What follows belongs to an exercise in optimizing a design on an open flow for small area and a short achievable clock period; a production flow would make more cautious choices.
Only simulation tests tie the RTL to the original design; equivalence was not proved.
Power figures rest on the tool's default switching activity, not on a simulated workload.

==> flow/design.v <==
module add32(
	input wire [31:0] an,
	input wire [15:0] imm,
	output wire [31:0] y
);
wire [15:0] b = imm;
wire [15:0] bn = ~imm;
wire [15:0] xx, yy;
add32_hi_pre pre (.an(an[31:16]), .s(imm[15]), .x(xx), .y(yy));
wire g0_0;
wire p0_0;
wire g0_1;
wire p0_1;
wire g0_2;
wire p0_2;
wire g0_3;
wire p0_3;
wire g0_4;
wire p0_4;
wire g0_5;
wire p0_5;
wire g0_6;
wire p0_6;
wire g0_7;
wire p0_7;
wire g0_8;
wire p0_8;
wire g0_9;
wire p0_9;
wire g0_10;
wire p0_10;
wire g0_11;
wire p0_11;
wire g0_12;
wire p0_12;
wire g0_13;
wire p0_13;
wire g0_14;
wire p0_14;
wire g0_15;
wire p0_15;
wire g1_0;
wire g1_1;
wire g1_2;
wire q1_2;
wire g1_3;
wire q1_3;
wire g1_4;
wire q1_4;
wire g1_5;
wire q1_5;
wire g1_6;
wire q1_6;
wire g1_7;
wire q1_7;
wire g1_8;
wire q1_8;
wire g1_9;
wire q1_9;
wire g1_10;
wire q1_10;
wire g1_11;
wire q1_11;
wire g1_12;
wire q1_12;
wire g1_13;
wire q1_13;
wire g1_14;
wire q1_14;
wire g1_15;
wire q1_15;
wire g2_0;
wire g2_1;
wire g2_2;
wire g2_3;
wire g2_4;
wire q2_4;
wire g2_5;
wire q2_5;
wire g2_6;
wire q2_6;
wire g2_7;
wire q2_7;
wire g2_8;
wire q2_8;
wire g2_9;
wire q2_9;
wire g2_10;
wire q2_10;
wire g2_11;
wire q2_11;
wire g2_12;
wire q2_12;
wire g2_13;
wire q2_13;
wire g2_14;
wire q2_14;
wire g2_15;
wire q2_15;
wire g3_0;
wire g3_1;
wire g3_2;
wire g3_3;
wire g3_4;
wire g3_5;
wire g3_6;
wire g3_7;
wire g3_8;
wire q3_8;
wire g3_9;
wire q3_9;
wire g3_10;
wire q3_10;
wire g3_11;
wire q3_11;
wire g3_12;
wire q3_12;
wire g3_13;
wire q3_13;
wire g3_14;
wire q3_14;
wire g3_15;
wire q3_15;
wire g4_0;
wire g4_1;
wire g4_2;
wire g4_3;
wire g4_4;
wire g4_5;
wire g4_6;
wire g4_7;
wire g4_8;
wire g4_9;
wire g4_10;
wire g4_11;
wire g4_12;
wire g4_13;
wire g4_14;
wire g4_15;
wire fn_0;
wire fn_1;
wire fn_2;
wire fn_3;
wire fn_4;
wire fn_5;
wire fn_6;
wire fn_7;
wire fn_8;
wire fn_9;
wire fn_10;
wire fn_11;
wire fn_12;
wire fn_13;
wire fn_14;
wire fn_15;
  c_nor2 u1 (.a(an[0]), .b(bn[0]), .y(g0_0));
  c_xnor2 u2 (.a(an[0]), .b(b[0]), .y(p0_0));
  c_nor2 u3 (.a(an[1]), .b(bn[1]), .y(g0_1));
  c_xnor2 u4 (.a(an[1]), .b(b[1]), .y(p0_1));
  c_nor2 u5 (.a(an[2]), .b(bn[2]), .y(g0_2));
  c_xnor2 u6 (.a(an[2]), .b(b[2]), .y(p0_2));
  c_nor2 u7 (.a(an[3]), .b(bn[3]), .y(g0_3));
  c_xnor2 u8 (.a(an[3]), .b(b[3]), .y(p0_3));
  c_nor2 u9 (.a(an[4]), .b(bn[4]), .y(g0_4));
  c_xnor2 u10 (.a(an[4]), .b(b[4]), .y(p0_4));
  c_nor2 u11 (.a(an[5]), .b(bn[5]), .y(g0_5));
  c_xnor2 u12 (.a(an[5]), .b(b[5]), .y(p0_5));
  c_nor2 u13 (.a(an[6]), .b(bn[6]), .y(g0_6));
  c_xnor2 u14 (.a(an[6]), .b(b[6]), .y(p0_6));
  c_nor2 u15 (.a(an[7]), .b(bn[7]), .y(g0_7));
  c_xnor2 u16 (.a(an[7]), .b(b[7]), .y(p0_7));
  c_nor2 u17 (.a(an[8]), .b(bn[8]), .y(g0_8));
  c_xnor2 u18 (.a(an[8]), .b(b[8]), .y(p0_8));
  c_nor2 u19 (.a(an[9]), .b(bn[9]), .y(g0_9));
  c_xnor2 u20 (.a(an[9]), .b(b[9]), .y(p0_9));
  c_nor2 u21 (.a(an[10]), .b(bn[10]), .y(g0_10));
  c_xnor2 u22 (.a(an[10]), .b(b[10]), .y(p0_10));
  c_nor2 u23 (.a(an[11]), .b(bn[11]), .y(g0_11));
  c_xnor2 u24 (.a(an[11]), .b(b[11]), .y(p0_11));
  c_nor2 u25 (.a(an[12]), .b(bn[12]), .y(g0_12));
  c_xnor2 u26 (.a(an[12]), .b(b[12]), .y(p0_12));
  c_nor2 u27 (.a(an[13]), .b(bn[13]), .y(g0_13));
  c_xnor2 u28 (.a(an[13]), .b(b[13]), .y(p0_13));
  c_nor2 u29 (.a(an[14]), .b(bn[14]), .y(g0_14));
  c_xnor2 u30 (.a(an[14]), .b(b[14]), .y(p0_14));
  c_nor2 u31 (.a(an[15]), .b(bn[15]), .y(g0_15));
  c_xnor2 u32 (.a(an[15]), .b(b[15]), .y(p0_15));
  c_inv u33 (.a(g0_0), .y(g1_0));
  c_a21oi u34 (.a1(p0_1), .a2(g0_0), .b1(g0_1), .y(g1_1));
  c_a21oi u35 (.a1(p0_2), .a2(g0_1), .b1(g0_2), .y(g1_2));
  c_nand2 u36 (.a(p0_2), .b(p0_1), .y(q1_2));
  c_a21oi u37 (.a1(p0_3), .a2(g0_2), .b1(g0_3), .y(g1_3));
  c_nand2 u38 (.a(p0_3), .b(p0_2), .y(q1_3));
  c_a21oi u39 (.a1(p0_4), .a2(g0_3), .b1(g0_4), .y(g1_4));
  c_nand2 u40 (.a(p0_4), .b(p0_3), .y(q1_4));
  c_a21oi u41 (.a1(p0_5), .a2(g0_4), .b1(g0_5), .y(g1_5));
  c_nand2 u42 (.a(p0_5), .b(p0_4), .y(q1_5));
  c_a21oi u43 (.a1(p0_6), .a2(g0_5), .b1(g0_6), .y(g1_6));
  c_nand2 u44 (.a(p0_6), .b(p0_5), .y(q1_6));
  c_a21oi u45 (.a1(p0_7), .a2(g0_6), .b1(g0_7), .y(g1_7));
  c_nand2 u46 (.a(p0_7), .b(p0_6), .y(q1_7));
  c_a21oi u47 (.a1(p0_8), .a2(g0_7), .b1(g0_8), .y(g1_8));
  c_nand2 u48 (.a(p0_8), .b(p0_7), .y(q1_8));
  c_a21oi u49 (.a1(p0_9), .a2(g0_8), .b1(g0_9), .y(g1_9));
  c_nand2 u50 (.a(p0_9), .b(p0_8), .y(q1_9));
  c_a21oi u51 (.a1(p0_10), .a2(g0_9), .b1(g0_10), .y(g1_10));
  c_nand2 u52 (.a(p0_10), .b(p0_9), .y(q1_10));
  c_a21oi u53 (.a1(p0_11), .a2(g0_10), .b1(g0_11), .y(g1_11));
  c_nand2 u54 (.a(p0_11), .b(p0_10), .y(q1_11));
  c_a21oi u55 (.a1(p0_12), .a2(g0_11), .b1(g0_12), .y(g1_12));
  c_nand2 u56 (.a(p0_12), .b(p0_11), .y(q1_12));
  c_a21oi u57 (.a1(p0_13), .a2(g0_12), .b1(g0_13), .y(g1_13));
  c_nand2 u58 (.a(p0_13), .b(p0_12), .y(q1_13));
  c_a21oi u59 (.a1(p0_14), .a2(g0_13), .b1(g0_14), .y(g1_14));
  c_nand2 u60 (.a(p0_14), .b(p0_13), .y(q1_14));
  c_a21oi u61 (.a1(p0_15), .a2(g0_14), .b1(g0_15), .y(g1_15));
  c_nand2 u62 (.a(p0_15), .b(p0_14), .y(q1_15));
  c_inv u63 (.a(g1_0), .y(g2_0));
  c_inv u64 (.a(g1_1), .y(g2_1));
  c_o21ai u65 (.a1(q1_2), .a2(g1_0), .b1(g1_2), .y(g2_2));
  c_o21ai u66 (.a1(q1_3), .a2(g1_1), .b1(g1_3), .y(g2_3));
  c_o21ai u67 (.a1(q1_4), .a2(g1_2), .b1(g1_4), .y(g2_4));
  c_nor2 u68 (.a(q1_4), .b(q1_2), .y(q2_4));
  c_o21ai u69 (.a1(q1_5), .a2(g1_3), .b1(g1_5), .y(g2_5));
  c_nor2 u70 (.a(q1_5), .b(q1_3), .y(q2_5));
  c_o21ai u71 (.a1(q1_6), .a2(g1_4), .b1(g1_6), .y(g2_6));
  c_nor2 u72 (.a(q1_6), .b(q1_4), .y(q2_6));
  c_o21ai u73 (.a1(q1_7), .a2(g1_5), .b1(g1_7), .y(g2_7));
  c_nor2 u74 (.a(q1_7), .b(q1_5), .y(q2_7));
  c_o21ai u75 (.a1(q1_8), .a2(g1_6), .b1(g1_8), .y(g2_8));
  c_nor2 u76 (.a(q1_8), .b(q1_6), .y(q2_8));
  c_o21ai u77 (.a1(q1_9), .a2(g1_7), .b1(g1_9), .y(g2_9));
  c_nor2 u78 (.a(q1_9), .b(q1_7), .y(q2_9));
  c_o21ai u79 (.a1(q1_10), .a2(g1_8), .b1(g1_10), .y(g2_10));
  c_nor2 u80 (.a(q1_10), .b(q1_8), .y(q2_10));
  c_o21ai u81 (.a1(q1_11), .a2(g1_9), .b1(g1_11), .y(g2_11));
  c_nor2 u82 (.a(q1_11), .b(q1_9), .y(q2_11));
  c_o21ai u83 (.a1(q1_12), .a2(g1_10), .b1(g1_12), .y(g2_12));
  c_nor2 u84 (.a(q1_12), .b(q1_10), .y(q2_12));
  c_o21ai u85 (.a1(q1_13), .a2(g1_11), .b1(g1_13), .y(g2_13));
  c_nor2 u86 (.a(q1_13), .b(q1_11), .y(q2_13));
  c_o21ai u87 (.a1(q1_14), .a2(g1_12), .b1(g1_14), .y(g2_14));
  c_nor2 u88 (.a(q1_14), .b(q1_12), .y(q2_14));
  c_o21ai u89 (.a1(q1_15), .a2(g1_13), .b1(g1_15), .y(g2_15));
  c_nor2 u90 (.a(q1_15), .b(q1_13), .y(q2_15));
  c_inv u91 (.a(g2_0), .y(g3_0));
  c_inv u92 (.a(g2_1), .y(g3_1));
  c_inv u93 (.a(g2_2), .y(g3_2));
  c_inv u94 (.a(g2_3), .y(g3_3));
  c_a21oi u95 (.a1(q2_4), .a2(g2_0), .b1(g2_4), .y(g3_4));
  c_a21oi u96 (.a1(q2_5), .a2(g2_1), .b1(g2_5), .y(g3_5));
  c_a21oi u97 (.a1(q2_6), .a2(g2_2), .b1(g2_6), .y(g3_6));
  c_a21oi u98 (.a1(q2_7), .a2(g2_3), .b1(g2_7), .y(g3_7));
  c_a21oi u99 (.a1(q2_8), .a2(g2_4), .b1(g2_8), .y(g3_8));
  c_nand2 u100 (.a(q2_8), .b(q2_4), .y(q3_8));
  c_a21oi u101 (.a1(q2_9), .a2(g2_5), .b1(g2_9), .y(g3_9));
  c_nand2 u102 (.a(q2_9), .b(q2_5), .y(q3_9));
  c_a21oi u103 (.a1(q2_10), .a2(g2_6), .b1(g2_10), .y(g3_10));
  c_nand2 u104 (.a(q2_10), .b(q2_6), .y(q3_10));
  c_a21oi u105 (.a1(q2_11), .a2(g2_7), .b1(g2_11), .y(g3_11));
  c_nand2 u106 (.a(q2_11), .b(q2_7), .y(q3_11));
  c_a21oi u107 (.a1(q2_12), .a2(g2_8), .b1(g2_12), .y(g3_12));
  c_nand2 u108 (.a(q2_12), .b(q2_8), .y(q3_12));
  c_a21oi u109 (.a1(q2_13), .a2(g2_9), .b1(g2_13), .y(g3_13));
  c_nand2 u110 (.a(q2_13), .b(q2_9), .y(q3_13));
  c_a21oi u111 (.a1(q2_14), .a2(g2_10), .b1(g2_14), .y(g3_14));
  c_nand2 u112 (.a(q2_14), .b(q2_10), .y(q3_14));
  c_a21oi u113 (.a1(q2_15), .a2(g2_11), .b1(g2_15), .y(g3_15));
  c_nand2 u114 (.a(q2_15), .b(q2_11), .y(q3_15));
  c_inv u115 (.a(g3_0), .y(g4_0));
  c_inv u116 (.a(g3_1), .y(g4_1));
  c_inv u117 (.a(g3_2), .y(g4_2));
  c_inv u118 (.a(g3_3), .y(g4_3));
  c_inv u119 (.a(g3_4), .y(g4_4));
  c_inv u120 (.a(g3_5), .y(g4_5));
  c_inv u121 (.a(g3_6), .y(g4_6));
  c_inv u122 (.a(g3_7), .y(g4_7));
  c_o21ai u123 (.a1(q3_8), .a2(g3_0), .b1(g3_8), .y(g4_8));
  c_o21ai u124 (.a1(q3_9), .a2(g3_1), .b1(g3_9), .y(g4_9));
  c_o21ai u125 (.a1(q3_10), .a2(g3_2), .b1(g3_10), .y(g4_10));
  c_o21ai u126 (.a1(q3_11), .a2(g3_3), .b1(g3_11), .y(g4_11));
  c_o21ai u127 (.a1(q3_12), .a2(g3_4), .b1(g3_12), .y(g4_12));
  c_o21ai u128 (.a1(q3_13), .a2(g3_5), .b1(g3_13), .y(g4_13));
  c_o21ai u129 (.a1(q3_14), .a2(g3_6), .b1(g3_14), .y(g4_14));
  c_o21ai u130 (.a1(q3_15), .a2(g3_7), .b1(g3_15), .y(g4_15));
  assign y[0] = p0_0;
  c_xor2 u131 (.a(p0_1), .b(g4_0), .y(y[1]));
  c_xor2 u132 (.a(p0_2), .b(g4_1), .y(y[2]));
  c_xor2 u133 (.a(p0_3), .b(g4_2), .y(y[3]));
  c_xor2 u134 (.a(p0_4), .b(g4_3), .y(y[4]));
  c_xor2 u135 (.a(p0_5), .b(g4_4), .y(y[5]));
  c_xor2 u136 (.a(p0_6), .b(g4_5), .y(y[6]));
  c_xor2 u137 (.a(p0_7), .b(g4_6), .y(y[7]));
  c_xor2 u138 (.a(p0_8), .b(g4_7), .y(y[8]));
  c_xor2 u139 (.a(p0_9), .b(g4_8), .y(y[9]));
  c_xor2 u140 (.a(p0_10), .b(g4_9), .y(y[10]));
  c_xor2 u141 (.a(p0_11), .b(g4_10), .y(y[11]));
  c_xor2 u142 (.a(p0_12), .b(g4_11), .y(y[12]));
  c_xor2 u143 (.a(p0_13), .b(g4_12), .y(y[13]));
  c_xor2 u144 (.a(p0_14), .b(g4_13), .y(y[14]));
  c_xor2 u145 (.a(p0_15), .b(g4_14), .y(y[15]));
  c_mux2i u146 (.a0(yy[0]), .a1(xx[0]), .s(g4_15), .y(fn_0));
  c_xor2 u147 (.a(an[16]), .b(fn_0), .y(y[16]));
  c_mux2i u148 (.a0(yy[1]), .a1(xx[1]), .s(g4_15), .y(fn_1));
  c_xor2 u149 (.a(an[17]), .b(fn_1), .y(y[17]));
  c_mux2i u150 (.a0(yy[2]), .a1(xx[2]), .s(g4_15), .y(fn_2));
  c_xor2 u151 (.a(an[18]), .b(fn_2), .y(y[18]));
  c_mux2i u152 (.a0(yy[3]), .a1(xx[3]), .s(g4_15), .y(fn_3));
  c_xor2 u153 (.a(an[19]), .b(fn_3), .y(y[19]));
  c_mux2i u154 (.a0(yy[4]), .a1(xx[4]), .s(g4_15), .y(fn_4));
  c_xor2 u155 (.a(an[20]), .b(fn_4), .y(y[20]));
  c_mux2i u156 (.a0(yy[5]), .a1(xx[5]), .s(g4_15), .y(fn_5));
  c_xor2 u157 (.a(an[21]), .b(fn_5), .y(y[21]));
  c_mux2i u158 (.a0(yy[6]), .a1(xx[6]), .s(g4_15), .y(fn_6));
  c_xor2 u159 (.a(an[22]), .b(fn_6), .y(y[22]));
  c_mux2i u160 (.a0(yy[7]), .a1(xx[7]), .s(g4_15), .y(fn_7));
  c_xor2 u161 (.a(an[23]), .b(fn_7), .y(y[23]));
  c_mux2i u162 (.a0(yy[8]), .a1(xx[8]), .s(g4_15), .y(fn_8));
  c_xor2 u163 (.a(an[24]), .b(fn_8), .y(y[24]));
  c_mux2i u164 (.a0(yy[9]), .a1(xx[9]), .s(g4_15), .y(fn_9));
  c_xor2 u165 (.a(an[25]), .b(fn_9), .y(y[25]));
  c_mux2i u166 (.a0(yy[10]), .a1(xx[10]), .s(g4_15), .y(fn_10));
  c_xor2 u167 (.a(an[26]), .b(fn_10), .y(y[26]));
  c_mux2i u168 (.a0(yy[11]), .a1(xx[11]), .s(g4_15), .y(fn_11));
  c_xor2 u169 (.a(an[27]), .b(fn_11), .y(y[27]));
  c_mux2i u170 (.a0(yy[12]), .a1(xx[12]), .s(g4_15), .y(fn_12));
  c_xor2 u171 (.a(an[28]), .b(fn_12), .y(y[28]));
  c_mux2i u172 (.a0(yy[13]), .a1(xx[13]), .s(g4_15), .y(fn_13));
  c_xor2 u173 (.a(an[29]), .b(fn_13), .y(y[29]));
  c_mux2i u174 (.a0(yy[14]), .a1(xx[14]), .s(g4_15), .y(fn_14));
  c_xor2 u175 (.a(an[30]), .b(fn_14), .y(y[30]));
  c_mux2i u176 (.a0(yy[15]), .a1(xx[15]), .s(g4_15), .y(fn_15));
  c_xor2 u177 (.a(an[31]), .b(fn_15), .y(y[31]));
endmodule
module add32_hi_pre(
	input wire [15:0] an,
	input wire s,
	output wire [15:0] x,
	output wire [15:0] y
);
genvar k;
generate
	for (k = 0; k < 16; k = k + 1) begin : g
		if (k == 0) begin : z
			assign x[k] = ~s;
			assign y[k] = s;
		end else begin : nz
			assign x[k] = ~s & ~|an[k-1:0];
			assign y[k] = s & &an[k-1:0];
		end
	end
endgenerate
endmodule
module c_inv(input wire a, output wire y); assign y = ~a; endmodule
module c_nand2(input wire a, b, output wire y); assign y = ~(a & b); endmodule
module c_nor2(input wire a, b, output wire y); assign y = ~(a | b); endmodule
module c_xor2(input wire a, b, output wire y); assign y = a ^ b; endmodule
module c_xnor2(input wire a, b, output wire y); assign y = ~(a ^ b); endmodule
module c_a21oi(input wire a1, a2, b1, output wire y); assign y = ~((a1 & a2) | b1); endmodule
module c_o21ai(input wire a1, a2, b1, output wire y); assign y = ~((a1 | a2) & b1); endmodule
module c_mux2i(input wire a0, a1, s, output wire y); assign y = ~(s ? a1 : a0); endmodule
module imm_extender(
	input wire sel_link,
	input wire sel_lui,
	input wire sel_load,
	input wire [31:0] pc_plus4,
	input wire [15:0] imm,
	input wire [31:0] load_data,
	input wire [31:0] alu_y,
	output wire [31:0] wd
);
assign wd = ({32{sel_link}} & pc_plus4) |
            ({32{sel_lui}}  & {imm, 16'd0}) |
            ({32{sel_load}} & load_data) |
            alu_y;
endmodule
module shifter(
	input wire [31:0] an,
	input wire [4:0] shamt,
	output wire [31:0] y
);
assign y = (~an) >> shamt;
endmodule
module alu(
	input wire [31:0] an,        
	input wire [31:0] bn,        
	input wire [15:0] imm,
	input wire [31:0] addr,      
	input wire [4:0] shamt,
	input wire [3:0] lut,        
	input wire sel_add, sel_addr, sel_slt, sel_sltu, sel_srl,
	input wire use_imm,
	input wire sub,
	output wire [31:0] y,
	output wire d_neg,           
	output wire eq               
);
wire [15:0] immn = ~imm;
wire [31:0] simmn = {{16{immn[15]}}, immn};
wire [31:0] bb;              
wire [31:0] lg;              
genvar i;
generate
	for (i = 0; i < 32; i = i + 1) begin : bt
		c_mux2i bsel (.a0(bn[i]), .a1(simmn[i]), .s(use_imm), .y(bb[i]));
		c_mux4 lop (.d0(lut[2]), .d1(lut[3]), .d2(lut[0]), .d3(lut[1]),
		            .s0(bb[i]), .s1(an[i]), .y(lg[i]));
	end
endgenerate
wire [31:0] s;
wire co;
alu_add add_inst (.an(an), .b(bb ^ {32{sub}}), .cin(sub), .s(s), .co(co));
wire a31 = ~an[31];
wire ltu = ~co;
wire lt = (a31 ^ bb[31]) ? a31 : s[31];
wire [31:0] sh;
shifter shft_inst(.an(bn), .shamt(shamt), .y(sh));
assign d_neg = s[31];
assign eq = (s == 32'd0);
assign y = ({32{sel_add}}  & s) |
           ({32{sel_addr}} & addr) |
           lg |
           ({32{sel_srl}}  & sh) |
           {31'd0, (sel_slt & lt) | (sel_sltu & ltu)};
endmodule
module alu_add(
	input wire [31:0] an,
	input wire [31:0] b,
	input wire cin,
	output wire [31:0] s,
	output wire co
);
assign {co, s} = {1'b0, ~an} + {1'b0, b} + {32'd0, cin};
endmodule
module c_mux4(input wire d0, d1, d2, d3, s0, s1, output wire y);
assign y = s1 ? (s0 ? d3 : d2) : (s0 ? d1 : d0);
endmodule
module alu_control(
	input wire [31:0] instr,
	output wire sel_add,      
	output wire sel_addr,     
	output wire [3:0] lut,    
	output wire sel_slt,
	output wire sel_sltu,
	output wire sel_srl,
	output wire sel_lui,
	output wire sel_load,
	output wire sel_link,
	output wire use_imm,      
	output wire sub           
);
wire [5:0] op = instr[31:26];
wire [5:0] fn = instr[5:0];
wire r = (op == 6'h00);
assign sel_add  = r & ((fn == 6'h20) | (fn == 6'h21) | (fn == 6'h02) | (fn == 6'h22) | (fn == 6'h23));
assign sel_addr = (op == 6'h08) | (op == 6'h09) | (op == 6'h0E) | (op == 6'h0B);
wire sel_and = (r & (fn == 6'h24)) | (op == 6'h0C);
wire sel_or  = (r & (fn == 6'h25)) | (op == 6'h0D);
wire sel_xor = r & (fn == 6'h26);
wire sel_nor = r & (fn == 6'h27);
assign lut = {sel_and | sel_or, sel_or | sel_xor, sel_or | sel_xor, sel_nor};
assign sel_slt  = (r & (fn == 6'h2A)) | (op == 6'h0A);
assign sel_sltu = r & (fn == 6'h2B);
assign sel_srl  = r & (fn == 6'h00);
assign sel_lui  = (op == 6'h0F);
assign sel_load = (op == 6'h23);
assign sel_link = (op == 6'h03);
assign use_imm  = ~r & (op != 6'h01) & (op[5:2] != 4'b0001);
assign sub      = ~r | (fn == 6'h22) | (fn == 6'h23) | (fn == 6'h2A) | (fn == 6'h2B);
endmodule
module control_unit(
	input  wire [31:0] instr,
	output wire        reg_write,
	output wire [4:0]  wa,
	output wire        mem_read,
	output wire        mem_write,
	output wire        jr,
	output wire        jump,
	output wire        br_eq,     
	output wire        br_ne,     
	output wire        br_neg,    
	output wire        br_nneg,   
	output wire        br_le,     
	output wire        br_gt      
);
wire [5:0] op = instr[31:26];
wire [5:0] fn = instr[5:0];
wire [4:0] rt = instr[20:16];
wire r = (op == 6'h00);
assign jr = r & (fn == 6'h08);
assign jump = (op == 6'h02) | (op == 6'h03);
assign mem_read = (op == 6'h23);
assign mem_write = (op == 6'h2B);
assign reg_write = (r & (fn != 6'h08)) | (op == 6'h23) | (op == 6'h03) |
                   (op[5:3] == 3'b001);
assign wa = (op == 6'h03) ? 5'd31 : r ? instr[15:11] : rt;
wire regimm = (op == 6'h01);
assign br_eq   = (op == 6'h04) | (regimm & (rt[4:1] != 4'd0));
assign br_ne   = (op == 6'h05);
assign br_neg  = regimm & (rt == 5'd0);
assign br_nneg = regimm & (rt == 5'd1);
assign br_le   = (op == 6'h06);
assign br_gt   = (op == 6'h07);
endmodule
module reg_file(
	input wire clk,
	input wire rst,
	input wire we,
	input wire [4:0] ra1,
	input wire [4:0] ra2,
	input wire [4:0] wa,
	input wire [31:0] wd,
	output wire [31:0] rd1n,  
	output wire [31:0] rd1an,  
	output wire [31:0] rd2n   
);
reg [31:0] registers [31:1];
reg [31:1] valid;
integer i;
always @(posedge clk) begin
	for (i = 1; i < 32; i = i + 1)
		if (we && wa == i)
			registers[i] <= wd;
end
always @(posedge clk or posedge rst) begin
	if (rst)
		valid <= 31'd0;
	else
		for (i = 1; i < 32; i = i + 1)
			if (we && wa == i)
				valid[i] <= 1'b1;
end
wire [31:1] sel1, sel2;
rf_dec dec1 (.ra(ra1), .valid(valid), .sel(sel1));
rf_dec dec2 (.ra(ra2), .valid(valid), .sel(sel2));
genvar b, r;
generate
	for (b = 0; b < 32; b = b + 1) begin : col
		wire [31:1] q;
		for (r = 1; r < 32; r = r + 1) begin : row
			assign q[r] = registers[r][b];
		end
		rf_mux31d m1 (.q(q), .sel(sel1), .yn(rd1n[b]), .yn2(rd1an[b]));
		rf_mux31 m2 (.q(q), .sel(sel2), .yn(rd2n[b]));
	end
endgenerate
endmodule
module rf_dec(
	input wire [4:0] ra,
	input wire [31:1] valid,
	output wire [31:1] sel
);
genvar i;
generate
	for (i = 1; i < 32; i = i + 1) begin : s
		assign sel[i] = valid[i] & (ra == i);
	end
endgenerate
endmodule
module rf_mux31(
	input wire [31:1] q,
	input wire [31:1] sel,
	output wire yn
);
wire [10:0] n;
genvar g;
generate
	for (g = 0; g < 10; g = g + 1) begin : t
		rf_ao222n c (.a(q[3*g+1]), .b(sel[3*g+1]), .c(q[3*g+2]), .d(sel[3*g+2]),
		             .e(q[3*g+3]), .f(sel[3*g+3]), .y(n[g]));
	end
endgenerate
rf_nand2 c10 (.a(q[31]), .b(sel[31]), .y(n[10]));
wire [2:0] m;
rf_nand4 k0 (.a(n[0]), .b(n[1]), .c(n[2]), .d(n[3]), .y(m[0]));
rf_nand4 k1 (.a(n[4]), .b(n[5]), .c(n[6]), .d(n[7]), .y(m[1]));
rf_nand3 k2 (.a(n[8]), .b(n[9]), .c(n[10]), .y(m[2]));
rf_nor3 k3 (.a(m[0]), .b(m[1]), .c(m[2]), .y(yn));
endmodule
module rf_mux31d(
	input wire [31:1] q,
	input wire [31:1] sel,
	output wire yn,
	output wire yn2
);
wire [10:0] n;
genvar g;
generate
	for (g = 0; g < 10; g = g + 1) begin : t
		rf_ao222n c (.a(q[3*g+1]), .b(sel[3*g+1]), .c(q[3*g+2]), .d(sel[3*g+2]),
		             .e(q[3*g+3]), .f(sel[3*g+3]), .y(n[g]));
	end
endgenerate
rf_nand2 c10 (.a(q[31]), .b(sel[31]), .y(n[10]));
wire [2:0] m;
rf_nand4 k0 (.a(n[0]), .b(n[1]), .c(n[2]), .d(n[3]), .y(m[0]));
rf_nand4 k1 (.a(n[4]), .b(n[5]), .c(n[6]), .d(n[7]), .y(m[1]));
rf_nand3 k2 (.a(n[8]), .b(n[9]), .c(n[10]), .y(m[2]));
rf_nor3 k3 (.a(m[0]), .b(m[1]), .c(m[2]), .y(yn));
rf_nor3 k4 (.a(m[0]), .b(m[1]), .c(m[2]), .y(yn2));
endmodule
module rf_ao222n(input wire a, b, c, d, e, f, output wire y);
assign y = ~((a & b) | (c & d) | (e & f));
endmodule
module rf_nand2(input wire a, b, output wire y);
assign y = ~(a & b);
endmodule
module rf_nand4(input wire a, b, c, d, output wire y);
assign y = ~(a & b & c & d);
endmodule
module rf_nand3(input wire a, b, c, output wire y);
assign y = ~(a & b & c);
endmodule
module rf_nor3(input wire a, b, c, output wire y);
assign y = ~(a | b | c);
endmodule
module pc_reg(
	input wire clk,
	input wire rst,
	input wire [31:0] rsn,       
	input wire [25:0] instr,     
	input wire jr,
	input wire jump,
	input wire taken,
	output reg [31:0] pc,
	output wire [31:0] pc_plus4
);
wire [29:0] hi = pc[31:2];
wire [30:0] ci;
wire [29:0] pc4_hi;
assign ci[0] = 1'b1;
wire [14:0] ui, ud;
wire [13:0] up, dn;
assign ui[0] = 1'b1;
assign ud[0] = 1'b1;
genvar k;
generate
	for (k = 0; k < 30; k = k + 1) begin : inc
		assign ci[k+1] = ci[k] & hi[k];
		assign pc4_hi[k] = hi[k] ^ ci[k];
	end
	for (k = 0; k < 14; k = k + 1) begin : updn
		assign ui[k+1] = ui[k] & hi[16+k];
		assign ud[k+1] = ud[k] & ~hi[16+k];
		assign up[k] = hi[16+k] ^ ui[k];
		assign dn[k] = hi[16+k] ^ ud[k];
	end
endgenerate
assign pc_plus4 = {pc4_hi, pc[1:0]};
wire [16:0] lo = {1'b0, hi[15:0]} + {1'b0, instr[15:0]} + 17'd1;
wire c = lo[16], s = instr[15];
wire [13:0] br_up = (c == s) ? hi[29:16] : c ? up : dn;
wire [29:0] br_hi = {br_up, lo[15:0]};
wire [31:0] pc_next = jr    ? ~rsn :
                      jump  ? {pc4_hi[29:26], instr[25:0], 2'b00} :
                      taken ? {br_hi, pc[1:0]} :
                              pc_plus4;
always @(posedge clk or posedge rst) begin
	if (rst)
		pc <= 32'b0;
	else
		pc <= pc_next;
end
endmodule
module mips_cpu (
    input  wire        clk,
    input  wire        rst,
    output wire [31:0] imem_addr,    
    input  wire [31:0] imem_rdata,   
    output wire [31:0] dmem_addr,    
    output wire [31:0] dmem_wdata,   
    output wire        dmem_we,      
    output wire        dmem_re,      
    input  wire [31:0] dmem_rdata    
);
    wire [31:0] instr = imem_rdata;
    wire [31:0] pc, pc_plus4;
    wire [31:0] rs_n, rt_n;          
    wire [31:0] rs_an;               
    wire [31:0] addr;
    wire [31:0] alu_y;
    wire [31:0] wd;
    wire d_neg, eq;
    wire reg_write, mem_read, mem_write, jr, jump;
    wire br_eq, br_ne, br_neg, br_nneg, br_le, br_gt;
    wire [4:0] wa;
    wire sel_add, sel_addr, sel_slt, sel_sltu, sel_srl;
    wire [3:0] lut;
    wire sel_lui, sel_load, sel_link, use_imm, sub;
    control_unit ctrl_inst (
        .instr(instr), .reg_write(reg_write), .wa(wa), .mem_read(mem_read),
        .mem_write(mem_write), .jr(jr), .jump(jump), .br_eq(br_eq), .br_ne(br_ne),
        .br_neg(br_neg), .br_nneg(br_nneg), .br_le(br_le), .br_gt(br_gt)
    );
    alu_control alu_ctrl_inst (
        .instr(instr), .sel_add(sel_add), .sel_addr(sel_addr), .lut(lut), .sel_slt(sel_slt),
        .sel_sltu(sel_sltu), .sel_srl(sel_srl), .sel_lui(sel_lui), .sel_load(sel_load),
        .sel_link(sel_link), .use_imm(use_imm), .sub(sub)
    );
    reg_file rf_inst (
        .clk(clk), .rst(rst), .we(reg_write),
        .ra1(instr[25:21]), .ra2(instr[20:16]), .wa(wa), .wd(wd),
        .rd1n(rs_n), .rd1an(rs_an), .rd2n(rt_n)
    );
    add32 addr_adder (.an(rs_an), .imm(instr[15:0]), .y(addr));
    alu alu_inst (
        .an(rs_n), .bn(rt_n), .imm(instr[15:0]), .addr(addr), .shamt(instr[10:6]),
        .sel_add(sel_add), .sel_addr(sel_addr), .lut(lut), .sel_slt(sel_slt), .sel_sltu(sel_sltu),
        .sel_srl(sel_srl), .use_imm(use_imm), .sub(sub), .y(alu_y), .d_neg(d_neg), .eq(eq)
    );
    wire taken = (br_eq & eq) | (br_ne & ~eq) | (br_neg & d_neg) | (br_nneg & ~d_neg) |
                 (br_le & (d_neg | eq)) | (br_gt & ~d_neg & ~eq);
    pc_reg pcreg_inst (
        .clk(clk), .rst(rst), .rsn(rs_n), .instr(instr[25:0]), .jr(jr), .jump(jump),
        .taken(taken), .pc(pc), .pc_plus4(pc_plus4)
    );
    imm_extender wb_inst (
        .sel_link(sel_link), .sel_lui(sel_lui), .sel_load(sel_load),
        .pc_plus4(pc_plus4), .imm(instr[15:0]), .load_data(dmem_rdata), .alu_y(alu_y),
        .wd(wd)
    );
    assign imem_addr  = pc;
    assign dmem_addr  = addr;
    assign dmem_wdata = ~rt_n;
    assign dmem_we    = mem_write;
    assign dmem_re    = mem_read;
endmodule
==> flow/flow/run.sh <==
#!/bin/bash
# Own layout flow: the standard flow (standard.sh, standard synthesis
# unchanged) with changes only to how the layout is made:
#  - the port buffers are sky130_fd_sc_hd__buf_2 instead of the delay cell
#    that buffer_ports picks by default;
#  - clock tree synthesis without dummy loads, with larger sink clusters.
# The clock period, constraints, tap cells and power grid are the standard ones.
# make's full output goes to make_finish.log; ORFS keeps each step's log in orfs/logs.
set -euo pipefail
export BUFFER_PORTS_ARGS="-buffer_cell sky130_fd_sc_hd__buf_2"
export CTS_ARGS="-sink_clustering_enable -repair_clock_nets -dont_use_dummy_load -sink_clustering_size 25 -sink_clustering_max_diameter 90"
bash standard.sh finish > make_finish.log 2>&1
==> flow/standard.sh <==
#!/bin/bash
# synth_recipe.tcl (not shown) runs the flow's synth.tcl, then flattens the netlist and writes it again
# the make line also repeats each setting of config.mk as NAME=value (left out here)
make -C /OpenROAD-flow-scripts/flow DESIGN_CONFIG=/design/flow/config.mk WORK_HOME=/design/flow/orfs CLKGATE_MAP_FILE= SYNTH_SCRIPT=/design/flow/synth_recipe.tcl "${@:-finish}"
==> flow/config.mk <==
export PLATFORM = sky130hd
export DESIGN_NAME = mips_cpu
export DESIGN_NICKNAME = mips_cpu
export VERILOG_FILES = /design/flow/design.v
export SDC_FILE = /design/flow/constraint.sdc
export NUM_CORES = 4
export LEC_CHECK = 0
export CAP_MARGIN = 20
export CORE_MARGIN = 2
export CORE_UTILIZATION = 55
export PLACE_DENSITY = 0.75
export SETUP_SLACK_MARGIN = 5
export SLEW_MARGIN = 20
export SYNTH_HIERARCHICAL = 1
==> flow/constraint.sdc <==
create_clock -name core_clock -period 15.0 [get_ports {clk}]
set_input_delay 3.0000 -clock core_clock [delete_from_list [all_inputs] [get_ports {clk}]]
set_output_delay 3.0000 -clock core_clock [all_outputs]
set_load 0.01 [all_outputs]
==> reports/results.tsv, run 1 <==
metric	value	unit
status	timing/DRC/antenna clean	
RSZ-0062 raised after global routing	true	
worst-margin pin slew	1130	ps
Setup-failing EPs final	0	
pin count of the biggest net entering global routing	65	
P per Cell Area	110	nW/µm²
post-route ant nets	0	
crit end category	primary output	
post-synthesis mux area share	3.81	%
max-cap viol count	0	
initial core utilization	55.7	%
GR Overflow Total	0	
Compound-Gate Fraction of Synth Area	19.4	%
worst-case clock skew	125	ps
post-route cell area	58300	µm²
Vias/cell	8.00	
Die W	312	µm
sequential fraction of the synthesis area	60.2	%
max reg flops	992	
met1 GRT Util	53.8	%
Post-Synthesis Cell Area	52100	µm²
placer congestion estimate	1.04	
CP max-delay cell	a222oi_1	
Clk Latency, worst-skew pair	700	ps
Worst-path clk slew	60	ps
final hold viol count	0	
Synth area leaders	edfxtp_1 (57%), a222oi_1 (12%), dfrtp_1 (3.0%), nor3_2 (1.9%), mux4_2 (1.9%)	
Synth async-reset ratio	5.97	%
hold crit path type	reg -> reg	
Worst Path Buf+Inv	5	
Fmax	0.0994	GHz
WP data arrival	7060	ps
final setup TNS	0	ps
Adder-Cell Fraction of Synth Area	1.92	%
CP Cell Sequence	clkbuf_4 -> nor3b_2 -> and3_1 -> buf_6 -> a222oi_1 -> nand4_1 -> buf_4 -> nor3_4 -> xnor2_2 -> a21oi_2 -> o21ai_4 -> a21oi_2 -> o21ai_4 -> buf_12 -> mux2i_2 -> xor2_2 -> buf_2	
Worst Setup Path Type	in -> out	
Post-Place Worst Slack	3340	ps
maximum fanout along the worst path	32	
Leak	20.9	nW
post-synthesis xor/xnor area fraction	2.13	%
die area	97200	µm²
vias in the first global route	40062	
htree depth	2	
first-pass GRT wire length	286	mm
clock buffer depth	3	
GRT met3 Usage	13.0	%
Post-synth EDFFs	992	
NumNets Final	4268	
final worst path period need	10060	ps
Required @ worst endpoint	12000	ps
post-DP HPWL	135	mm
ratio of cells with drive above 1 in the final layout	19.5	%
IO buf count	163	
post-synthesis register bit count	1055	
site row count	112	
routed via count	43041	
Tot Pwr	6.40	mW
Syn Inst Count	3766	
drt pass-1 iters	17	
synth warn	9	
# DRC	0	
antenna violations before repair	2	
Core ar.	93600	µm²
Rel. slew slack	24.5	%
DRT iter0 DRCs	11623	
Total GRT Usage	40.7	%
chip height	312	µm
placed cell areas	55500	µm²
post-synth top area share	57.2	%
clk sink count	1055	
ratio of final minimum period to clock period	67.1	%
worst vdd ir	0.107	mV
startpoint types	input pin	
Top FF cell, synth	edfxtp_1	
root buf cell	clkbuf_16	
cts hold-fix bufs	0	
Worst path max stage delay	550	ps
busiest layer in global routing	met2	
IO Count	164	
critical path's top delay family	compound AO/OA/AOI/OAI gates	
Synth cell types	108	
Final Slew Violations	0	
CTS tree	built	
setup ws final	4940	ps
wire per inst	38.3	µm
area leader, netlist	edfxtp_1	
Area Growth Syn to Fin	11.8	%
Synth Area per Inst	13.8	µm²
largest family of logic cells by synthesized area	compound AO/OA/AOI/OAI gates	
final WL	206	mm
simple-gate share of the synthesized area	10.5	%
cts bufs inserted	51	
syn_nets	3910	
met2 Usage GRT	59.7	%
[worst register-to-register path, delay by kind of cell, from the launching register on]
| family | cells | cell delay [ps] |
|---|---|---|
| compound gates | 13 | 2860 |
| simple gates | 6 | 2350 |
| buf+inv | 7 | 1030 |
| flops | 1 | 430 |
| fa+ha+maj | 1 | 380 |
| xor+xnor | 1 | 140 |
[report_power, final]
| part | switching (mW) | internal (mW) | total [mW] |
|---|---|---|---|
| sequential | 0.0916 | 3.29 | 3.39 |
| combinational | 0.989 | 0.538 | 1.53 |
| clock | 0.880 | 0.605 | 1.49 |
[cells in the mapped netlist, types with 43 or more instances]
| master | number |
|---|---|
| nand3_1 | 88 |
| and3_1 | 68 |
| a22oi_1 | 51 |
| edfxtp_1 | 992 |
| mux4_2 | 43 |
| xnor2_1 | 48 |
| nand2_1 | 225 |
| inv_1 | 158 |
| a222oi_1 | 641 |
| nor3_2 | 97 |
| mux2i_1 | 85 |
| o21ai_0 | 45 |
| xor2_1 | 79 |
| ha_1 | 75 |
| clkbuf_1 | 43 |
| nor2_1 | 155 |
| dfrtp_1 | 63 |
| a21oi_1 | 136 |
| nand4_1 | 142 |
[logic make-up after synthesis]
kind of cell	Yosys count
AOI/OAI and AO/OA	1164
and+or+nand+nor	950
xor gates and xnor gates	127
adders and majority gates	78
DFF	1055
muxes	141
buffers and inverters	251
[area by class of cell]
type,count,area (µm²)
well taps,1254,1570
inverters,160,604
multi-input cells,2460,20500
flip-flops and latches,1055,31400
repair buffers,396,2920
clock buffers,51,1280
diodes,4,10.0
fillers,7262,35300
[metrics by stage]
| step | hold slack, ps | instances | util [%] |
|---|---|---|---|
| 3_3_place_gp | 481 | 5237 | 59.2 |
| 6_report | 497 | 5380 | 62.3 |
| 3_5_place_dp | 476 | 5243 | 59.3 |
| 4_1_cts | 494 | 5353 | 61.5 |
| 2_1_floorplan | 448 | 3766 | - |
| 5_1_grt | 514 | 5376 | 62.3 |
[modules after synthesis (local to each module, per instance), excerpt]
module | area [µm²] | cells inside | times used
reg_file | 31100 | 1114 | 1
pc_reg | 3350 | 395 | 1
alu_add | 1820 | 270 | 1
shifter | 1590 | 220 | 1
imm_extender | 492 | 72 | 1
rf_nand4 | 6.26 | 1 | 128
c_inv | 3.75 | 1 | 15
c_nor2 | 3.75 | 1 | 28
[placed cells by master, fill, tap and decap left out, types with 11 or more instances in the layout]
| cell | Yosys | layout |
|---|---|---|
| mux2_2 | 11 | 11 |
| o21ai_1 | 35 | 29 |
| a21oi_2 | 30 | 30 |
| nand2b_1 | 21 | 20 |
| nor3_4 | 1 | 31 |
| buf_6 | 15 | 24 |
| a22oi_1 | 51 | 51 |
| nand3_1 | 88 | 87 |
| clkbuf_16 | 0 | 54 |
| a21o_1 | 16 | 16 |
| nor3_1 | 29 | 27 |
| xor2_1 | 79 | 71 |
| o21bai_1 | 31 | 31 |
| nand2_1 | 225 | 215 |
| xnor2_2 | 0 | 13 |
| a222oi_1 | 641 | 641 |
| edfxtp_1 | 992 | 992 |
| nand4_1 | 142 | 142 |
| ha_1 | 75 | 75 |
| buf_4 | 9 | 195 |
| nor3_2 | 97 | 69 |
| xnor2_1 | 48 | 33 |
| nor2b_1 | 18 | 16 |
| a221o_1 | 21 | 16 |
| o21a_1 | 14 | 14 |
| mux2i_1 | 85 | 77 |
| nor4_1 | 20 | 18 |
| o21ai_0 | 45 | 45 |
| nor2_1 | 155 | 117 |
| nor2_4 | 0 | 35 |
| and2_1 | 11 | 11 |
| and3_1 | 68 | 65 |
| buf_2 | 20 | 154 |
| a21oi_1 | 136 | 136 |
| dfrtp_1 | 63 | 63 |
| mux4_2 | 43 | 43 |
| inv_1 | 158 | 157 |
| a211oi_1 | 16 | 16 |
[timing repair]
| item | CTS | global route |
|---|---|---|
| endpoints found under the setup margin | 43 | 43 |
| gates resized for setup | 54 | 109 |
| buffers inserted | 59 | 18 |
| cloned | 0 | 3 |
| pin swaps | 52 | 52 |
[path summary, 6_finish.rpt]
kind                                   start                end  slack [ps]  depth (start not counted)
max in group asynchronous                rst  pcreg_inst.pc[11]       11860                          3
max                           imem_rdata[24]      dmem_addr[23]        4940                         17
min reg2reg                rf_inst.valid[29]  rf_inst.valid[29]         500                          1
min in group asynchronous                rst  pcreg_inst.pc[30]        2340                          2
max reg2reg                 rf_inst.valid[7]   pcreg_inst.pc[7]        7560                         28
min                        rf_inst.valid[29]  rf_inst.valid[29]         500                          1
[metal layers]
layer	vias up	routed length (µm)
met1	21024	69000
met4	4	15300
met2	4139	87400
met5	-	23
li1	17238	-
met3	636	34200
==> run 2, diff against run 1 <==
--- a/flow/config.mk
+++ b/flow/config.mk
@@ -7,7 +7,7 @@
 export LEC_CHECK = 0
 export CAP_MARGIN = 20
 export CORE_MARGIN = 2
-export CORE_UTILIZATION = 55
+export CORE_UTILIZATION = 58
 export PLACE_DENSITY = 0.75
 export SETUP_SLACK_MARGIN = 5
 export SLEW_MARGIN = 20
==> run 2 against run 1 <==
  * Routed wire length shrank 0.92%
  * Critical path type unchanged
  * Largest power group unchanged
  * Combinational power is essentially flat
  * Sequential power is essentially flat
  * Register-to-register slack gained 50 ps
  * Flip-flop and latch count is the same
  * Final cell count shrank 1.8%
  * Synthesized cell count is the same
==> reports/results.tsv, run 2 <==
metric	value	unit
status	timing/DRC/antenna clean	
final hold viol count	0	
ratio of cells with drive above 1 in the final layout	19.7	%
post-synthesis register bit count	1055	
root buf cell	clkbuf_16	
vias in the first global route	39519	
area leader, netlist	edfxtp_1	
post-synth top area share	57.2	%
hold_sp	rf_inst.valid[12]	
metal2 WL	85.5	mm
final worst path period need	10090	ps
Syn Inst Count	3766	
Area Growth Syn to Fin	12.1	%
most frequent cell after synthesis	edfxtp_1	
placer congestion estimate	1.05	
met3 WL	34.2	mm
Placed Instances	5144	
Setup-failing EPs final	0	
final setup TNS	0	ps
Leak	20.9	nW
DRT iter0 DRCs	11040	
startpoint types	input pin	
Min-Delay Endpoint	rf_inst.valid[12]	
Final Slew Violations	0	
site row count	109	
met1 WL	68.0	mm
post-route ant nets	0	
Fmax	0.0991	GHz
cts bufs inserted	50	
NumNets Final	4263	
clock buffer depth	3	
Die W	304	µm
Post-synth EDFFs	992	
wire per inst	38.6	µm
reg2reg start	rf_inst.valid[10]	
# DRC	0	
synth warn	9	
Post-Synthesis Cell Area	52100	µm²
pin count of the biggest net entering global routing	65	
clk sink count	1055	
most common cell after layout, fill and taps aside	edfxtp_1	
Worst Setup Path Type	in -> out	
max reg flops	992	
RSZ-0062 raised after global routing	false	
Required @ worst endpoint	12000	ps
final WL	204	mm
GR Overflow Total	0	
routed via count	43063	
top post-synthesis cells by count	edfxtp_1 (992), a222oi_1 (641), nand2_1 (225), inv_1 (158), nor2_1 (155)	
max-cap viol count	0	
initial core utilization	58.7	%
IO buf count	163	
sequential fraction of the synthesis area	60.2	%
htree depth	2	
top layer in use	met5	
Worst-path clk slew	100	ps
Vias/cell	8.15	
commonest cells after routing, fill and taps aside	edfxtp_1 (992), a222oi_1 (641), nand2_1 (217), buf_4 (173), inv_1 (157)	
ratio of final minimum period to clock period	67.2	%
Tot Pwr	6.38	mW
worst-case clock skew	163	ps
hold crit path type	reg -> reg	
CTS tree	built	
cts hold-fix bufs	0	
Core ar.	88800	µm²
Rel. slew slack	31.2	%
drt pass-1 iters	20	
P per Cell Area	109	nW/µm²
chip height	304	µm
reg2reg path depth	26	
hold path depth	1	
Top FF cell, synth	edfxtp_1	
IO Count	164	
Synth cell types	108	
final cell count without fillers	5283	
first-pass GRT wire length	284	mm
Total GRT Usage	42.5	%
worst vdd ir	0.110	mV
worst-margin pin slew	1030	ps
post-DP HPWL	135	mm
Synth Area per Inst	13.8	µm²
die area	92300	µm²
Clk Latency, worst-skew pair	710	ps
antenna violations before repair	2	
WP data arrival	7090	ps
reg-to-reg endpoint	pcreg_inst.pc[23]	
crit end category	primary output	
maximum fanout along the worst path	32	
Synth async-reset ratio	5.97	%
syn_nets	3910	
flop2flop setup slack	7610	ps
Synth area leaders	edfxtp_1 (57%), a222oi_1 (12%), dfrtp_1 (3.0%), nor3_2 (1.9%), mux4_2 (1.9%)	
==> run 2: changes by cell type in the layout (fill, tap and decap cells not counted), sizes merged <==
cell	previous run	this run
and3	70	72
buf	388	381
diode	4	1
==> run 2: worst max-delay path, cell delays in order <==
cell,delay (ps)
clkbuf_4,210
nor2b_2,240
and3_1,200
buf_6,220
a222oi_1,550
nand4_1,170
buf_4,220
nor3_2,260
xnor2_2,210
nand2_1,160
nor2_2,170
nand2_1,100
o21ai_4,300
buf_12,220
mux2i_4,260
xor2_2,310
buf_2,200
==> run 2: worst max path at each step <==
stage	cells after the start	slack, ps	end	startpoint
6_report	17	4910	dmem_addr[18]	imem_rdata[21]
5_1_grt	18	4960	dmem_addr[18]	imem_rdata[21]
4_1_cts	31	4980	pcreg_inst.pc[31]	imem_rdata[18]
3_5_place_dp	32	3160	pcreg_inst.pc[31]	imem_rdata[18]
3_3_place_gp	32	3340	pcreg_inst.pc[31]	imem_rdata[17]
2_1_floorplan	12	5270	dmem_addr[16]	imem_rdata[23]
==> run 2: metrics by stage <==
step           hold WS (ps)  instance area, µm²  setup WS [ps]  utilization (%)
2_1_floorplan           448               52100           5270                -
3_3_place_gp            465               55200           3340             62.1
3_5_place_dp            475               55500           3160             62.5
4_1_cts                 501               57500           4980             64.7
5_1_grt                 531               58400           4960             65.8
6_report                509               58400           4910             65.8
==> run 2: where the power goes <==
part           internal (mW)  switching [mW]
combinational          0.542           0.992
sequential              3.29          0.0940
clock                  0.594           0.863
total                   4.43            1.95
==> run 2: cells by family (layout without fill, tap and decap cells) <==
logic type | count (synthesis) | after routing | share of synthesized area, %
fa+ha+maj | 78 | 78 | 1.92
other cells | 0 | 1 | 0
buf+inv | 251 | 600 | 2.14
simple gates | 950 | 952 | 10.5
xor+xnor | 127 | 127 | 2.13
compound gates | 1164 | 1164 | 19.4
flops | 1055 | 1055 | 60.2
mux | 141 | 141 | 3.81
==> run 2: Yosys stat by module (local to each module, per instance), a selection <==
module        cells  area [µm²]  flops+latches  times used
add32_hi_pre     59         347              0           1
alu_control      41         273              0           1
pc_reg          395        3350             32           1
reg_file       1114       31100           1023           1
c_xnor2           1        8.76              0          16
c_mux4            1        22.5              0          32
alu             172        1060              0           1
rf_ao222n         1        10.0              0         640
c_inv             1        3.75              0          15
imm_extender     72         492              0           1
==> run 2: layout make-up <==
cell class                 count  area (µm²)
sequential                  1055       31400
fill                        6529       30400
multi-input combinational   2462       20700
timing repair buffer         390        3030
tap                         1165        1460
clock buffer                  50        1250
inverter                     160         604
antenna                        1        2.50
==> run 2: routing by layer <==
metal	GRT usage (%)	up-vias
met2	61.3	4228
li1	-	17245
met4	25.5	4
met1	56.8	20951
met5	0	-
met3	13.4	635
==> run 2: repair_timing <==
item | in CTS | in global routing
resized for setup | 61 | 127
setup buffers | 55 | 24
gates cloned | 0 | 4
pin swaps | 46 | 59
setup endpoints to repair | 40 | 39
==> run 3, diff against run 2 <==
--- a/flow/design.v
+++ b/flow/design.v
@@ -416,7 +416,7 @@
 wire [31:0] sh;
 shifter shft_inst(.an(bn), .shamt(shamt), .y(sh));
 assign d_neg = s[31];
-assign eq = (s == 32'd0);
+assign eq = (an == bn);
 assign y = ({32{sel_add}}  & s) |
            ({32{sel_addr}} & addr) |
            lg |
--- a/flow/config.mk
+++ b/flow/config.mk
@@ -8,7 +8,7 @@
 export CAP_MARGIN = 20
 export CORE_MARGIN = 2
 export CORE_UTILIZATION = 58
-export PLACE_DENSITY = 0.75
+export PLACE_DENSITY = 0.7
 export SETUP_SLACK_MARGIN = 5
 export SLEW_MARGIN = 20
 export SYNTH_HIERARCHICAL = 1
==> run 3 against run 2 <==
  * Still clean on timing, DRC and antenna
  * Global-route usage up 2.0 points
  * Combinational power about the same
  * Total power up 0.67%
  * Final cell count up 0.87%
  * Fmax up 0.50%
  * Count of clock-buffer cells in the layout up 1
  * Non-clock buffer count up 3
  * Clock skew down 58 ps
  * Die area up 0.48%
  * Critical endpoint is now dmem_addr[27]
  * Largest power group unchanged
==> reports/results.tsv, run 3 <==
metric	value	unit
final hold viol count	0	
Synth Area per Inst	13.8	µm²
hold crit path type	reg -> reg	
ratio of cells with drive above 1 in the final layout	19.1	%
final worst path period need	10040	ps
Die W	305	µm
DRT iter0 DRCs	12284	
Syn Inst Count	3799	
Worst-path clk slew	110	ps
vias in the first global route	40526	
post-synthesis register bit count	1055	
drt pass-1 iters	14	
max reg flops	992	
Core ar.	89700	µm²
Vias/cell	8.20	
post-route ant nets	0	
crit end category	primary output	
post-route cell area	58200	µm²
IO buf count	163	
root buf cell	clkbuf_16	
routed via count	43676	
final WL	214	mm
worst hold slack	505	ps
Area Growth Syn to Fin	11.1	%
Clk Latency, worst-skew pair	690	ps
placer congestion estimate	1.05	
Worst Setup Path Type	in -> out	
# DRC	0	
wire per inst	40.1	µm
initial core utilization	58.4	%
status	timing/DRC/antenna clean	
final setup TNS	0	ps
Synth cell types	108	
Final Slew Violations	0	
sequential fraction of the synthesis area	59.9	%
pin count of the biggest net entering global routing	65	
placed cell areas	55800	µm²
CTS tree	built	
post-synth top area share	56.9	%
worst-case clock skew	105	ps
post-DP HPWL	137	mm
NumNets Final	4298	
GR Overflow Total	0	
Total GRT Usage	44.6	%
die area	92700	µm²
worst-margin pin slew	1060	ps
Tot Pwr	6.42	mW
Post-Synthesis Cell Area	52400	µm²
first-pass GRT wire length	295	mm
worst vdd ir	0.115	mV
Fmax	0.0996	GHz
synth warn	9	
startpoint types	input pin	
area leader, netlist	edfxtp_1	
max-cap viol count	0	
most frequent cell after synthesis	edfxtp_1	
htree depth	2	
most common cell after layout, fill and taps aside	edfxtp_1	
Synth async-reset ratio	5.97	%
IO Count	164	
Rel. slew slack	29.0	%
RSZ-0062 raised after global routing	true	
top post-synthesis cells by count	edfxtp_1 (992), a222oi_1 (641), nand2_1 (225), inv_1 (159), nor2_1 (155)	
Post-synth EDFFs	992	
Top FF cell, synth	edfxtp_1	
cts bufs inserted	51	
cts hold-fix bufs	0	
maximum fanout along the worst path	32	
Required @ worst endpoint	12000	ps
clk sink count	1055	
ratio of final minimum period to clock period	66.9	%
site row count	110	
P per Cell Area	110	nW/µm²
Synth area leaders	edfxtp_1 (57%), a222oi_1 (12%), dfrtp_1 (3.0%), xor2_1 (1.9%), nor3_2 (1.9%)	
commonest cells after routing, fill and taps aside	edfxtp_1 (992), a222oi_1 (641), nand2_1 (217), buf_4 (195), inv_1 (159)	
clock buffer depth	3	
Setup-failing EPs final	0	
antenna violations before repair	1	
fill cell count	6674	
Leak	20.9	nW
WP data arrival	7040	ps
chip height	305	µm
syn_nets	3943	
run 3: changes by cell type after synthesis, moves of 2 or more:
cell | previous run | this run
nor4_2 | 8 | 6
buf_4 | 9 | 11
buf_6 | 15 | 12
nor4_1 | 20 | 22
clkbuf_1 | 43 | 45
xor2_1 | 79 | 111
run 3: cell families (layout without fill, tap and decap cells):
| group | Yosys count | after routing | synth area share, % |
|---|---|---|---|
| AO/OA/AOI/OAI | 1164 | 1164 | 19.3 |
| XOR/XNOR | 159 | 159 | 2.66 |
| buffers and inverters | 252 | 605 | 2.10 |
| AND/OR/NAND/NOR | 950 | 950 | 10.4 |
| flip-flops | 1055 | 1055 | 59.9 |
| adder cells (fa/ha/maj) | 78 | 78 | 1.91 |
| other | 0 | 1 | 0 |
| multiplexers | 141 | 141 | 3.79 |
run 3: final cells by class:
type	count	area (µm²)	share of cell area [%]
Multi-Input combinational cell	2492	20600	35.5
Timing Repair Buffer	393	2810	4.83
Antenna cell	1	2.50	0.00430
Clock buffer	51	1280	2.19
Sequential cell	1055	31400	53.9
Tap cell	1176	1470	2.53
Inverter	161	604	1.04
run 3: power breakdown:
part	internal (mW)	switching, mW	total [mW]
Combinational	0.542	1.01	1.55
Sequential	3.29	0.0903	3.38
Clock	0.605	0.880	1.49
Total	4.44	1.98	6.42
run 3: per-module statistics from Yosys, one instance, submodules excluded, excerpt:
module | cells inside | flip-flops and latches | cell area, µm² | copies in the design
alu_add | 270 | 0 | 1820 | 1
c_xnor2 | 1 | 0 | 8.76 | 16
reg_file | 1114 | 1023 | 31100 | 1
rf_nand2 | 1 | 0 | 3.75 | 64
add32 | 17 | 0 | 67.6 | 1
alu | 205 | 0 | 1310 | 1
rf_nand4 | 1 | 0 | 6.26 | 128
control_unit | 41 | 0 | 279 | 1
pc_reg | 395 | 32 | 3350 | 1
c_mux2i | 1 | 0 | 10.0 | 48
c_mux4 | 1 | 0 | 22.5 | 32
rf_dec | 47 | 0 | 318 | 2
imm_extender | 72 | 0 | 492 | 1
c_nand2 | 1 | 0 | 3.75 | 22
rf_nor3 | 1 | 0 | 10.0 | 96
run 3: final timing paths:
check	startpoint	to	slack (ps)	cells past startpoint
min	rf_inst.valid[21]	rf_inst.valid[21]	500	1
max reg2reg	rf_inst.valid[10]	pcreg_inst.pc[31]	7640	24
max in group asynchronous	rst	pcreg_inst.pc[10]	12080	3
min in group asynchronous	rst	rf_inst.valid[16]	2470	3
min reg2reg	rf_inst.valid[21]	rf_inst.valid[21]	500	1
max	imem_rdata[23]	dmem_addr[27]	4960	16
run 3: metrics by stage:
stage               utilization, %  setup WS [ps]  std cells
floorplan                        -           5270       3799
global placement              62.2           3970       5225
detailed placement            62.2           3790       5225
CTS                           64.1           4970       5305
global route                  64.8           4930       5328
finish                        64.8           4960       5329
run 3: repair_timing:
item,CTS,global route
setup endpoints to repair,35,32
hold endpoints to repair,0,0
pin swaps,31,37
setup buffers,29,22
cloned,0,1
gates resized for setup,40,86
run 3: layer usage:
layer  vias to the layer above  global-route usage, %  part of all wire [%]
li1                      17336                      -                     -
met1                     21046                   58.3                    33
met2                      4509                   63.4                    41
met3                       785                   14.6                    17
met4                         0                   30.5                   8.3
met5                         -                      0                     0
run 3: worst max-delay path: stages:
cell      delay (ps)
buf_4            200
and3b_1          270
and3_2           240
buf_6            220
a222oi_1         430
nand4_1          360
nor3_4           360
xnor2_2          200
nand2_1          190
nor2_4           170
nand2_1          100
o21ai_4          280
buf_12           210
mux2i_1          230
xor2_1           300
buf_2            200
==> run 4, diff against run 3 <==
==> flow/config.mk (replaced) <==
export PLATFORM = sky130hd
export DESIGN_NAME = mips_cpu
export DESIGN_NICKNAME = mips_cpu
export VERILOG_FILES = /design/flow/design.v
export SDC_FILE = /design/flow/constraint.sdc
export NUM_CORES = 4
export LEC_CHECK = 0
export CAP_MARGIN = 10
export CORE_MARGIN = 2
export CORE_UTILIZATION = 55
export SETUP_SLACK_MARGIN = 5
export SLEW_MARGIN = 10
export SYNTH_HIERARCHICAL = 1
==> run 4 against run 3 <==
  * Count of clock-buffer cells in the layout is the same
  * Global-route usage is 0.095 points higher
  * Worst hold slack lost 5.9 ps
  * Critical endpoint is now dmem_addr[16]
  * Critical path depth is the same
  * Highest routed layer is now met5
  * Total power rose by 0.58%
  * Still clean on timing, DRC and antenna
  * First-iteration DRC count is 2.2% lower
  * Clock skew grew 7.6 ps
==> reports/results.tsv, run 4 <==
metric	value	unit
status	timing/DRC/antenna clean	
NumNets Final	4307	
clk sink count	1055	
drt pass-1 iters	22	
Post-Synthesis Cell Area	52400	µm²
die area	97700	µm²
Min-Delay Endpoint	rf_inst.valid[28]	
cts hold-fix bufs	0	
Comb pwr share	24.6	%
busiest layer in global routing	met2	
worst-margin pin slew	1320	ps
reg2reg path depth	21	
antenna violations before repair	7	
pin count of the biggest net entering global routing	65	
GRT met3 Usage	14.1	%
worst-case clock skew	113	ps
met1 GRT Util	59.2	%
# DRC	0	
post-synth top area share	56.9	%
DRT iter0 DRCs	12018	
worst vdd ir	0.132	mV
Fmax	0.0982	GHz
max reg flops	992	
Placed Instances	5321	
final worst path period need	10180	ps
root buf cell	clkbuf_16	
final WL	226	mm
final setup TNS	0	ps
Worst Setup Path Type	in -> out	
reg-to-reg endpoint	pcreg_inst.pc[13]	
Synth async-reset ratio	5.97	%
Rel. slew slack	11.5	%
sequential fraction of the synthesis area	59.9	%
Synth cell types	108	
hold_sp	rf_inst.valid[28]	
Total GRT Usage	44.7	%
Post-synth EDFFs	992	
Synth area leaders	edfxtp_1 (57%), a222oi_1 (12%), dfrtp_1 (3.0%), xor2_1 (1.9%), nor3_2 (1.9%)	
post-synthesis register bit count	1055	
area leader, netlist	edfxtp_1	
Core ar.	94700	µm²
first-pass GRT wire length	309	mm
fill cell count	7258	
synth warn	9	
final hold viol count	0	
Top FF cell, synth	edfxtp_1	
switch share	31.2	%
reg2reg start	rf_inst.valid[1]	
syn_nets	3943	
NetSw	2.02	mW
Worst-path clk slew	90	ps
met2 Usage GRT	64.0	%
flop2flop setup slack	7390	ps
top post-synthesis cells by count	edfxtp_1 (992), a222oi_1 (641), nand2_1 (225), inv_1 (159), nor2_1 (155)	
ratio of final minimum period to clock period	67.9	%
wire per inst	41.6	µm
IO Count	164	
htree depth	2	
RSZ-0062 raised after global routing	true	
Internal Power	4.44	mW
maximum fanout along the worst path	32	
most common cell after layout, fill and taps aside	edfxtp_1	
Syn Inst Count	3799	
crit end category	primary output	
post-route ant nets	0	
vias in the first global route	41571	
Required @ worst endpoint	12000	ps
final cell count without fillers	5430	
Clk Latency, worst-skew pair	700	ps
Worst path max stage delay	390	ps
Setup-failing EPs final	0	
Area Growth Syn to Fin	11.0	%
share of power burned in the clock network	23.0	%
clock buffer depth	3	
startpoint types	input pin	
routed via count	44197	
chip height	313	µm
post-DP HPWL	147	mm
sequential power share	52.4	%
commonest cells after routing, fill and taps aside	edfxtp_1 (992), a222oi_1 (641), buf_4 (214), nand2_1 (213), buf_2 (161)	
hold path depth	1	
cts bufs inserted	51	
most frequent cell after synthesis	edfxtp_1	
Die W	313	µm
Vias/cell	8.14	
CTS tree	built	
max-cap viol count	0	
IO buf count	163	
hold crit path type	reg -> reg	
WP data arrival	7180	ps
P per Cell Area	111	nW/µm²
ratio of cells with drive above 1 in the final layout	19.2	%
CP max-delay cell	buf_6	
Synth Area per Inst	13.8	µm²
GR Overflow Total	0	
initial core utilization	55.3	%
placer congestion estimate	0.999	
CP Cell Sequence	buf_2 -> nor3b_2 -> and3_1 -> buf_6 -> a222oi_1 -> nand4_1 -> nor3_4 -> nor2_1 -> a21oi_2 -> o21ai_2 -> a21oi_2 -> o21ai_4 -> buf_12 -> mux2i_4 -> xor2_2 -> buf_2	
Final Slew Violations	0	
Leak	20.9	nW
site row count	113	
-- run 4: layout make-up --
class,instances,area (µm²),area share [%]
inverters,161,604,1.04
multi-input cells,2492,20600,35.4
flip-flops and latches,1055,31400,53.9
well taps,1265,1580,2.72
clock buffers,51,1280,2.19
diodes,4,10.0,0.0172
repair buffers,402,2720,4.68
-- run 4: kinds of logic after synthesis --
kind of cell    synth area share [%]
mux                             3.79
buf+inv                         2.10
fa+ha+maj                       1.91
xor+xnor                        2.66
flops                           59.9
compound gates                  19.3
simple gates                    10.4
-- run 4: metal layers --
metal / up-vias / wire, µm / part of all wire [%]
li1: 17334 / - / -
met1: 21532 / 76000 / 34
met2: 4548 / 93700 / 42
met3: 779 / 37700 / 17
met4: 4 / 18200 / 8.1
met5: - / 91 / 0.040
-- run 4: modules after synthesis (local to each module, per instance), excerpt --
module | cell area, µm² | cells inside
add32 | 67.6 | 17
add32_hi_pre | 347 | 59
alu | 1310 | 205
c_a21oi | 8.76 | 1
c_inv | 3.75 | 1
c_mux2i | 10.0 | 1
c_nor2 | 3.75 | 1
c_o21ai | 5.00 | 1
imm_extender | 492 | 72
pc_reg | 3350 | 395
rf_dec | 318 | 47
rf_nand2 | 3.75 | 1
rf_nand3 | 5.00 | 1
rf_nand4 | 6.26 | 1
rf_nor3 | 10.0 | 1
shifter | 1590 | 220
-- run 4: worst max-delay path by stage --
stage	cells past startpoint	slack (ps)	endpoint	from
6_report	16	4820	dmem_addr[16]	imem_rdata[25]
5_1_grt	19	4980	dmem_addr[16]	imem_rdata[23]
4_1_cts	18	5000	dmem_addr[26]	imem_rdata[23]
3_5_place_dp	27	3630	pcreg_inst.pc[31]	imem_rdata[18]
3_3_place_gp	26	3620	pcreg_inst.pc[31]	imem_rdata[18]
2_1_floorplan	12	5270	dmem_addr[16]	imem_rdata[23]
-- run 4: repair_timing --
| item | CTS | global route |
|---|---|---|
| gates resized for setup | 57 | 36 |
| hold endpoints to repair | 0 | 0 |
| cloned | 0 | 0 |
| endpoints found under the setup margin | 35 | 32 |
| pin swaps | 46 | 37 |
| buffers inserted | 37 | 17 |
-- run 4: worst max-delay path, delay by kind of cell --
kind	cells	cell delay, ps
simple gates	5	1540
buf+inv	4	1080
compound gates	5	890
xor+xnor	1	310
mux	1	270
-- run 4: per-stage QoR --
stage	cell area, µm²	util, %	power [mW]	hold slack, ps	worst slack, ps
3_3_place_gp	56000	59.1	4.91	475	3620
3_5_place_dp	56000	59.1	4.93	473	3630
6_report	58200	61.4	6.46	499	4820
2_1_floorplan	52400	-	4.29	448	5270
5_1_grt	58200	61.4	6.62	516	4980
4_1_cts	57800	61.1	6.38	494	5000
-- run 4: power by group through the flow --
stage	Combinational [mW]	Sequential [mW]	Clock [mW]
3_3_place_gp	1.46	3.44	0
5_1_grt	1.65	3.39	1.58
2_1_floorplan	0.864	3.43	0
4_1_cts	1.51	3.38	1.49
6_report	1.59	3.38	1.48
3_5_place_dp	1.48	3.45	0

## re-timing with driven ports
Ports are ideal in the flow. The routed layouts listed here were re-timed in OpenROAD. Step 1 assumes that a clkbuf_16 drives the clock port and a buf_2 every other input. Step 2 moves the port delays by t, midway between the first and last clock arrival at a register: inputs arrive t later, outputs are due t later. That takes back most of the time a late clock gives input paths. Slacks: ideal / step 1 / step 2; pairs: ideal / step 1.
run | t (ns) | setup slack, ns | worst data-port slew with drivers (ns)
run 1 | 0.715 | 4.937 / 4.916 / 4.458 | 0.04
run 2 | 0.699 | 4.913 / 4.883 / 4.490 | 0.04
run 3 | 0.709 | 4.964 / 4.928 / 4.523 | 0.07
run 4 | 0.716 | 4.821 / 4.785 / 4.279 | 0.07
After both steps setup and hold are still met in every run listed. For run 4, which loses most, drivers alone change the setup slack by -0.036 ns; drivers and shift together by -0.542 ns.
